What follows belongs to an exercise in optimizing a design on an open flow for small area and a short achievable clock period; a production flow would make more cautious choices. At most, simulation tests tie the RTL to the original design; equivalence was not proved.

==> inputs of run a <==
Design accelerator, start of the top module:
module accelerator #(
    parameter MAP_SIZE = 9'h00a,
    parameter k = 9'h003,
    parameter p = 9'h002,
    parameter s = 1,
    parameter ptype = 1,
    parameter act_type = 0,
    parameter N = 8,
    parameter Q = 4,
    parameter AW = 8,
    parameter DW = 8,
    parameter [N-1:0] p_sqr_inv = 8'b00000100
    )(
    input clk,
    input global_rst,
    input ce,
    input [N-1:0] activation,
    input [(k*k)*N-1:0] weight1,
    output [N-1:0] data_out,
    output valid_op,
    output end_op,
    output [N-1:0] conv_out,
    output conv_valid,
    output conv_end
    );
Settings: LEC_CHECK=0, CAP_MARGIN=20, CORE_MARGIN=2, CORE_UTILIZATION=40, SETUP_SLACK_MARGIN=3.5, SLEW_MARGIN=20; clock period 8.0 ns.
run.sh (not shown) runs the stock make flow with config.mk's settings and CLKGATE_MAP_FILE= SYNTH_SCRIPT=/design/flow/synth_recipe.tcl, a recipe that flattens the netlist after the stock synthesis.
==> run b (differences from run a) <==
--- a/flow/design.v
+++ b/flow/design.v
@@ -45,37 +45,29 @@
     generate
         for (gk = 0; gk < 4; gk = gk + 1) begin : ENC
             assign e_one[gk] = xb[2*gk+1] ^ xb[2*gk];
             assign e_two[gk] = ((xb[2*gk+2] & ~xb[2*gk+1] & ~xb[2*gk]) |
                                 (~xb[2*gk+2] & xb[2*gk+1] & xb[2*gk])) & ~(gk == 3 && x80);
             assign e_neg[gk] = xb[2*gk+2];
         end
     endgenerate
-    reg [3:0] l_one, l_two, l_neg, m_one_n, m_two_n, m_neg_n;
-    reg l_sgn, m_sgn_n;
+    reg [3:0] l_one, l_two, l_neg;
+    reg l_sgn;
     always @(posedge clk or posedge global_rst) begin
         if (global_rst) begin
             l_one <= 4'd0;
             l_two <= 4'd0;
             l_neg <= 4'd0;
             l_sgn <= 1'b0;
-            m_one_n <= 4'hf;
-            m_two_n <= 4'hf;
-            m_neg_n <= 4'hf;
-            m_sgn_n <= 1'b1;
         end else if (ce) begin
             l_one <= e_one;
             l_two <= e_two;
             l_neg <= e_neg;
             l_sgn <= activation[7];
-            m_one_n <= ~e_one;
-            m_two_n <= ~e_two;
-            m_neg_n <= ~e_neg;
-            m_sgn_n <= ~activation[7];
         end
     end
     reg [7:0] mac [0:7];
     reg [7:0] sr1 [0:6];
     reg [7:0] sr2 [0:6];
     wire [7:0] cin_t [0:7];
     wire [7:0] res_t [0:7];
     assign cin_t[0] = 8'd0;
@@ -84,23 +76,18 @@
     assign cin_t[3] = sr1[6];
     assign cin_t[4] = mac[3];
     assign cin_t[5] = mac[4];
     assign cin_t[6] = sr2[6];
     assign cin_t[7] = mac[6];
     genvar gt;
     generate
         for (gt = 0; gt < 8; gt = gt + 1) begin : TAP
-            if (gt < 4) begin : A
-                tap_mac t (.one(l_one), .two(l_two), .neg(l_neg), .wv(wv[gt]),
-                           .s(l_sgn ^ ws[gt]), .c(cin_t[gt]), .r(res_t[gt]));
-            end else begin : B
-                tap_mac t (.one(~m_one_n), .two(~m_two_n), .neg(~m_neg_n), .wv(wv[gt]),
-                           .s(~m_sgn_n ^ ws[gt]), .c(cin_t[gt]), .r(res_t[gt]));
-            end
+            tap_mac t (.one(l_one), .two(l_two), .neg(l_neg), .wv(wv[gt]),
+                       .s(l_sgn ^ ws[gt]), .c(cin_t[gt]), .r(res_t[gt]));
         end
     endgenerate
     always @(posedge clk or posedge global_rst) begin
         if (global_rst) mac[0] <= 8'd0;
         else if (ce) mac[0] <= res_t[0];
     end
     always @(posedge clk) begin
         if (ce) begin
CORE_UTILIZATION = 65   (was 40)
CTS_BUF_LIST = sky130_fd_sc_hd__clkbuf_4 sky130_fd_sc_hd__clkbuf_8   (was not set)
PLACE_DENSITY = 0.75   (was not set)
SETUP_SLACK_MARGIN = 3.0   (was 3.5)
==> run c (differences from run a) <==
--- a/flow/design.v
+++ b/flow/design.v
@@ -45,37 +45,29 @@
     generate
         for (gk = 0; gk < 4; gk = gk + 1) begin : ENC
             assign e_one[gk] = xb[2*gk+1] ^ xb[2*gk];
             assign e_two[gk] = ((xb[2*gk+2] & ~xb[2*gk+1] & ~xb[2*gk]) |
                                 (~xb[2*gk+2] & xb[2*gk+1] & xb[2*gk])) & ~(gk == 3 && x80);
             assign e_neg[gk] = xb[2*gk+2];
         end
     endgenerate
-    reg [3:0] l_one, l_two, l_neg, m_one_n, m_two_n, m_neg_n;
-    reg l_sgn, m_sgn_n;
+    reg [3:0] l_one, l_two, l_neg;
+    reg l_sgn;
     always @(posedge clk or posedge global_rst) begin
         if (global_rst) begin
             l_one <= 4'd0;
             l_two <= 4'd0;
             l_neg <= 4'd0;
             l_sgn <= 1'b0;
-            m_one_n <= 4'hf;
-            m_two_n <= 4'hf;
-            m_neg_n <= 4'hf;
-            m_sgn_n <= 1'b1;
         end else if (ce) begin
             l_one <= e_one;
             l_two <= e_two;
             l_neg <= e_neg;
             l_sgn <= activation[7];
-            m_one_n <= ~e_one;
-            m_two_n <= ~e_two;
-            m_neg_n <= ~e_neg;
-            m_sgn_n <= ~activation[7];
         end
     end
     reg [7:0] mac [0:7];
     reg [7:0] sr1 [0:6];
     reg [7:0] sr2 [0:6];
     wire [7:0] cin_t [0:7];
     wire [7:0] res_t [0:7];
     assign cin_t[0] = 8'd0;
@@ -84,23 +76,18 @@
     assign cin_t[3] = sr1[6];
     assign cin_t[4] = mac[3];
     assign cin_t[5] = mac[4];
     assign cin_t[6] = sr2[6];
     assign cin_t[7] = mac[6];
     genvar gt;
     generate
         for (gt = 0; gt < 8; gt = gt + 1) begin : TAP
-            if (gt < 4) begin : A
-                tap_mac t (.one(l_one), .two(l_two), .neg(l_neg), .wv(wv[gt]),
-                           .s(l_sgn ^ ws[gt]), .c(cin_t[gt]), .r(res_t[gt]));
-            end else begin : B
-                tap_mac t (.one(~m_one_n), .two(~m_two_n), .neg(~m_neg_n), .wv(wv[gt]),
-                           .s(~m_sgn_n ^ ws[gt]), .c(cin_t[gt]), .r(res_t[gt]));
-            end
+            tap_mac t (.one(l_one), .two(l_two), .neg(l_neg), .wv(wv[gt]),
+                       .s(l_sgn ^ ws[gt]), .c(cin_t[gt]), .r(res_t[gt]));
         end
     endgenerate
     always @(posedge clk or posedge global_rst) begin
         if (global_rst) mac[0] <= 8'd0;
         else if (ce) mac[0] <= res_t[0];
     end
     always @(posedge clk) begin
         if (ce) begin
ABC_AREA = 1   (was not set)
SETUP_SLACK_MARGIN = 3.0   (was 3.5)
==> notes <==
Against run c, the synthesized area of run a is smaller by 1.1%.
Hold slack: run c is lower than run a (0.14 ns).
In run c the clock skew is higher than in run b, by 0.00093 ns.
Of run a and run b, run a has the higher worst setup slack (gap 0.21 ns).
Die area, lowest first: run b, run a, run c.
In run c the register-to-register slack is higher than in run b, by 0.04 ns.
Via count, lowest first: run b, run a, run c.
Critical path depth: run a < run b < run c.
Core utilization: run c < run a < run b.
==> figures <==
	run b	run c	run a
Result of the run	timing/DRC/antenna clean	timing/DRC/antenna clean	timing/DRC/antenna clean
Crit path buffers/inverters	2	6	5
Synth Net Count	2,814	3,281	2,866
Buffering overhead	5.77%	5.78%	9.49%
Simple-gate area share of the yosys netlist	5.95%	12.1%	4.88%
Critical R2R Capture	mac[7][7]	mac[4][7]	mac[5][6]
Synthesized-area fraction occupied by ao, oa, aoi and oai cells	14.5%	11.0%	14.8%
Latest clock arrival within the worst-skew pair	0.65 ns	0.57 ns	0.58 ns
Multi-input gate share of total cell area	52.5%	49.5%	50.8%
Non-clk bufs	156	165	298
Total number of vias	17.9k	19.9k	19.1k
Synthesized cell area	25,000 sq um	25,800 sq um	25,500 sq um
Tap cells	511	855	846
Clk_skew	0.0203 ns	0.0213 ns	0.0226 ns
Floorplan die area	40,100 sq um	66,500 sq um	65,800 sq um
Overall track demand over capacity in global routing	28.4%	19.4%	19.8%
Worst reg2reg path depth	18	24	17
Inst Count DP	2,855	3,733	3,244
Number of iterations in the first detailed-routing pass	6	5	8
Total wire length	58,500 microns	67,200 microns	67,500 microns
No run of this note included a check of the RTL's function; only the layout flow was run.

========
==> tundra: inputs <==
accelerator, a different RTL version from the one above (not shown whole).
Settings: LEC_CHECK=0, CAP_MARGIN=20, CORE_MARGIN=2, CORE_UTILIZATION=40, SETUP_SLACK_MARGIN=3.0, SLEW_MARGIN=20; clock period 8.0 ns.
==> zinc (differences from tundra) <==
--- a/flow/config.mk
+++ b/flow/config.mk
@@ -9,4 +9,4 @@
 export CORE_MARGIN = 2
 export CORE_UTILIZATION = 40
-export SETUP_SLACK_MARGIN = 3.0
+export SETUP_SLACK_MARGIN = 4.0
 export SLEW_MARGIN = 20
==> run notes <==
| quantity | tundra | zinc |
|---|---|---|
| Status | timing/DRC/antenna clean | timing/DRC/antenna clean |
| Endpoint of the worst register-to-register path | mac[2][7]$_DFFE_PP_ | mac[7][7]$_DFFE_PP_ |
| CP Max Fanout | 4 | 5 |
| Total Nets Final | 3,022 | 3,141 |
| Place WS | 2800 ps | 2560 ps |
| Initial DRC count | 1,050 | 1,387 |
| Met2 usage | 0.312 | 0.339 |
| Layout cells sized above 1 | 0.0804 | 0.227 |
| Number of instances in the placed design | 3,300 | 3,296 |
| Max frequency | 201 MHz | 206 MHz |
| Slew Limit Headroom | 0.340 | 0.0961 |
| Final clock-cell share | 0.0513 | 0.0419 |
| First-pass GRT wire length | 100,000 µm | 107,000 µm |
| Reg2reg setup slack | 3200 ps | 3400 ps |
| Flip-flop and latch share of the layout cell area | 0.310 | 0.285 |
| Number of non-filler instances in the completed layout | 3,403 | 3,519 |
| Critical Path Stages | 10 | 11 |
| Slack of the critical path | 3010 ps | 3150 ps |
| Non-clock buffers, area share | 0.0487 | 0.0843 |
| Worst Clk Skew | 40.1 ps | 36.8 ps |
| CTS buffer count | 42 | 41 |
| Largest net degree at the start of global routing | 102 | 119 |
No run of this note included a check of the RTL's function; only the layout flow was run.

========
==> onyx <==
accelerator, a different RTL version from the one above (not shown whole).
Design accelerator, start of the top module:
module accelerator #(
    parameter MAP_SIZE = 9'h00a,
    parameter k = 9'h003,
    parameter p = 9'h002,
    parameter s = 1,
    parameter ptype = 1,
    parameter act_type = 0,
    parameter N = 8,
    parameter Q = 4,
    parameter AW = 8,
    parameter DW = 8,
    parameter [N-1:0] p_sqr_inv = 8'b00000100
    )(
    input clk,
    input global_rst,
    input ce,
    input [N-1:0] activation,
    input [(k*k)*N-1:0] weight1,
    output [N-1:0] data_out,
    output valid_op,
    output end_op,
    output [N-1:0] conv_out,
    output conv_valid,
    output conv_end
    );
make LEC_CHECK=0 CAP_MARGIN=20 CORE_MARGIN=2 CORE_UTILIZATION=65 CTS_CLUSTER_DIAMETER=150 CTS_CLUSTER_SIZE=30 PLACE_DENSITY=0.75 SETUP_SLACK_MARGIN=3.0 SLEW_MARGIN=20 finish   # period 8.0 ns
==> inputs of delta, as changes to onyx <==
==> flow/flow/run.sh (new file) <==
#!/bin/bash
# The standard layout (the standard.sh: ORFS synthesis to finish), except
# that the port buffers are buf_1 cells instead of the cell buffer_ports picks
# by itself (clkdlybuf4s50_1). make's full output goes to standard.log; each
# ORFS step also keeps its own log under orfs/logs/.
set -euo pipefail
bash standard.sh "BUFFER_PORTS_ARGS=-buffer_cell sky130_fd_sc_hd__buf_1" RECOVER_POWER=100 finish > standard.log 2>&1
==> flow/standard.sh (new file) <==
#!/bin/bash
# synth_recipe.tcl (not shown) runs the flow's synth.tcl, then flattens the netlist and writes it again
# the make line also repeats each setting of config.mk as NAME=value (left out here)
make -C /OpenROAD-flow-scripts/flow DESIGN_CONFIG=/design/flow/config.mk WORK_HOME=/design/flow/orfs CLKGATE_MAP_FILE= SYNTH_SCRIPT=/design/flow/synth_recipe.tcl "${@:-finish}"
Settings changed: CTS_CLUSTER_DIAMETER 150 to not set, CTS_CLUSTER_SIZE 30 to not set.
removed: flow/run.sh
==> inputs of willow, as changes to onyx <==
--- a/flow/design.v
+++ b/flow/design.v
@@ -102,19 +102,17 @@
     end
     wire [7:0] q8;
     tap_prod tp (.one(e_one), .two(e_two), .neg(e_neg), .wv(wv[8]),
                  .s(activation[7] ^ ws[8]), .q(q8));
     reg [7:0] p8;
     always @(posedge clk) begin
         if (ce) p8 <= q8;
     end
-    wire [7:0] res;
-    wire res_c7;             
-    add8 ra (.a(mac[7]), .b(p8), .s(res), .c7(res_c7));
+    wire [7:0] res = mac[7] + p8;
     reg [7:0] prev;
     always @(posedge clk) begin
         if (ce) prev <= res;
     end
     reg [4:0] count;
     reg [5:0] out_cnt;
     reg first;       
     reg toggle;
@@ -138,50 +136,50 @@
     wire fix = first & (count == 5'd22) & ws[0];
     assign conv_out = toggle ? {res[7] ^ fix, res[6:0]} : prev;
     assign conv_valid = valid;
     assign conv_end = cend;
     wire pce = valid & ~cend;
     reg [3:0] pos;
     reg [2:0] nb;
     reg g;
-    reg sel_sr, sel_max;     
+    reg [1:0] sel;
     reg rst_m, op_en, load_sr, end_r;
     always @(posedge clk) begin
         if (global_rst) begin
             pos <= 4'd15;
             nb <= 3'd0;
             g <= 1'b0;
-            sel_sr <= 1'b0;
-            sel_max <= 1'b1;
+            sel <= 2'd0;
             rst_m <= 1'b0;
             op_en <= 1'b0;
             load_sr <= 1'b0;
             end_r <= 1'b0;
         end else begin
             op_en <= pce & pos[3] & ~pos[0];
             if (pce) begin
                 pos <= pos + 4'd1;
                 if (g && nb != 3'd5) nb <= nb + 3'd1;
                 end_r <= (nb == 3'd4);
                 g <= (pos == 4'd14);
                 rst_m <= (pos == 4'd1) | (pos == 4'd3) | (pos == 4'd5) | (pos == 4'd15);
-                sel_sr <= (pos == 4'd6) | (pos == 4'd8) | (pos == 4'd10) | (pos == 4'd12);
-                sel_max <= ~((pos == 4'd6) | (pos == 4'd8) | (pos == 4'd10) | (pos == 4'd12) | (pos == 4'd14));
+                sel <= (pos == 4'd14) ? 2'b10 :
+                       ((pos == 4'd6) | (pos == 4'd8) | (pos == 4'd10) | (pos == 4'd12)) ? 2'b01 : 2'b00;
                 load_sr <= pos[0];
             end
         end
     end
     reg [6:0] maxr;
     reg [6:0] psr [0:3];
-    wire [6:0] mux_out = ({7{sel_sr}} & psr[3]) | ({7{sel_max}} & maxr);
+    wire [6:0] mux_out = (sel == 2'b01) ? psr[3] : ((sel == 2'b00) ? maxr : 7'd0);
+    wire [7:0] u = mac[7][6:0] + p8[6:0];
     wire [6:0] cx = mac[7][6:0] ^ p8[6:0] ^ ~mux_out;
     wire [6:0] cy = (mac[7][6:0] & p8[6:0]) | (mac[7][6:0] & ~mux_out) | (p8[6:0] & ~mux_out);
     wire [8:0] v = {2'b0, cx} + {1'b0, cy, 1'b0};
-    wire gt_res = ~conv_out[7] & (res_c7 ? v[8] : (v[8] | v[7]));
+    wire gt_res = ~conv_out[7] & (u[7] ? v[8] : (v[8] | v[7]));
     wire gt_prev = ~prev[7] & (prev[6:0] > mux_out);
     wire take = toggle ? gt_res : gt_prev;
     wire [6:0] comp = pce ? (take ? conv_out[6:0] : mux_out) : 7'd0;
     always @(posedge clk) begin
         if (global_rst) maxr <= 7'd0;
         else if (pce) maxr <= rst_m ? 7'd0 : comp;
     end
     wire psr_rst = g && global_rst;
@@ -303,24 +301,8 @@
     wire p_t37 = (p_t13 & p_t14) | (p_t13 & ((one[3] & p3[3]) | (two[3] & p3[2]))) | (p_t14 & ((one[3] & p3[3]) | (two[3] & p3[2])));
     wire p_t38 = p_t15 ^ p_t16 ^ ((one[3] & p3[4]) | (two[3] & p3[3]));
     wire p_t39 = (p_t15 & p_t16) | (p_t15 & ((one[3] & p3[4]) | (two[3] & p3[3]))) | (p_t16 & ((one[3] & p3[4]) | (two[3] & p3[3])));
     wire [10:0] a = {p_t37, p_t35, p_t33, p_t31, p_t29, p_t27, p_t25, p_t23, p_t21, p_t19, p_t18};
     wire [10:0] b = {p_t38, p_t36, p_t34, p_t32, p_t30, p_t28, p_t26, p_t24, p_t22, p_t20, s};
     wire [10:0] t = a + b;
     assign q = {s, t[10:4]};
 endmodule
-module add8 (
-    input  [7:0] a,
-    input  [7:0] b,
-    output [7:0] s,
-    output c7
-);
-    wire [7:0] g0 = a & b;
-    wire [7:0] p0 = a ^ b;
-    wire [7:0] g1 = g0 | (p0 & {g0[6:0], 1'b0});
-    wire [7:0] p1 = p0 & {p0[6:0], 1'b1};
-    wire [7:0] g2 = g1 | (p1 & {g1[5:0], 2'b0});
-    wire [7:0] p2 = p1 & {p1[5:0], 2'b11};
-    wire [7:0] g3 = g2 | (p2 & {g2[3:0], 4'b0});
-    assign s = p0 ^ {g3[6:0], 1'b0};
-    assign c7 = g3[6];
-endmodule
Settings changed: CTS_CLUSTER_DIAMETER 150 to not set, CTS_CLUSTER_SIZE 30 to not set, SETUP_SLACK_MARGIN 3.0 to 4.0.
==> qor summary <==
item	delta	onyx	willow
Seq area share	33.03%	33.27%	28.31%
Post-synthesis instance total	2344	2344	2377
Final wirelength	57.96 mm	56.12 mm	70.63 mm
Multi-input gate count	1652	1652	1670
Run status	complete, but fails checks	timing/DRC/antenna clean	timing/DRC/antenna clean
Reasons for failing layout checks	max-capacitance violations, max-slew violations	-	-
Setup repair after global routing missed its margin	false	true	true
Clock latency on the worst-skew pair	0.56 ns	0.55 ns	0.58 ns
Final cell utilization of the core	71.88%	71.35%	84.27%
Final clock period utilization by the worst path	77.67%	60.59%	59.65%
Final worst-path setup slack	1.786 ns	3.153 ns	3.228 ns
Initial Utilization	65.89%	65.89%	66.13%
Post-synthesis cell area	0.02482 mm2	0.02482 mm2	0.02491 mm2
Total placed instance area	0.02542 mm2	0.02605 mm2	0.02661 mm2
Antenna diode instance count	1	0	0
Cells after DPL	2819	2821	2851
Clock distribution area overhead in the final layout	4.853%	1.634%	4.139%
The RTL of willow was laid out without a check of its function.

[what the ideal ports hide]
In the flow no input, the clock included, has a driving cell. The finished layouts below were timed again as built, in two steps.
Step 1 (the two cells are an assumption about what drives the block):
set clk [get_ports {clk}]
set_driving_cell -lib_cell sky130_fd_sc_hd__clkbuf_16 $clk
set_driving_cell -lib_cell sky130_fd_sc_hd__buf_2 [delete_from_list [all_inputs] $clk]
Step 2 times the ports against the registers' clock, not the clock port: input delays grow and output delays shrink by t, the midpoint of the rising clock arrivals with the driver on.
Slacks: ideal ports / drivers / drivers and shift; pairs: ideal ports / drivers.
run | t (ns) | slack for setup (ns) | hold slack, ns | worst setup path at the end
run a | 0.623 | 3.361 / 3.361 / 3.033 | 0.401 / 0.401 / 0.401 | input to register
run b | 0.684 | 3.146 / 3.115 / 2.579 | 0.414 / 0.414 / 0.414 | input to register
run c | 0.624 | 3.187 / 3.187 / 2.641 | 0.257 / 0.257 / 0.257 | input to register
tundra | 0.647 | 3.015 / 2.950 / 2.804 | 0.302 / 0.302 / 0.302 | input to register
zinc | 0.649 | 3.145 / 3.080 / 3.401 | 0.347 / 0.347 / 0.347 | register to register
onyx | 0.582 | 3.153 / 3.101 / 2.640 | 0.363 / 0.363 / 0.363 | input to register
delta | 0.606 | 1.786 / 1.786 / 1.301 | 0.285 / 0.285 / 0.285 | input to register
willow | 0.622 | 3.228 / 3.228 / 2.867 | 0.411 / 0.411 / 0.411 | input to register
The setup slack of run b, which loses most, moves by -0.031 ns with the drivers and by -0.567 ns with both steps.
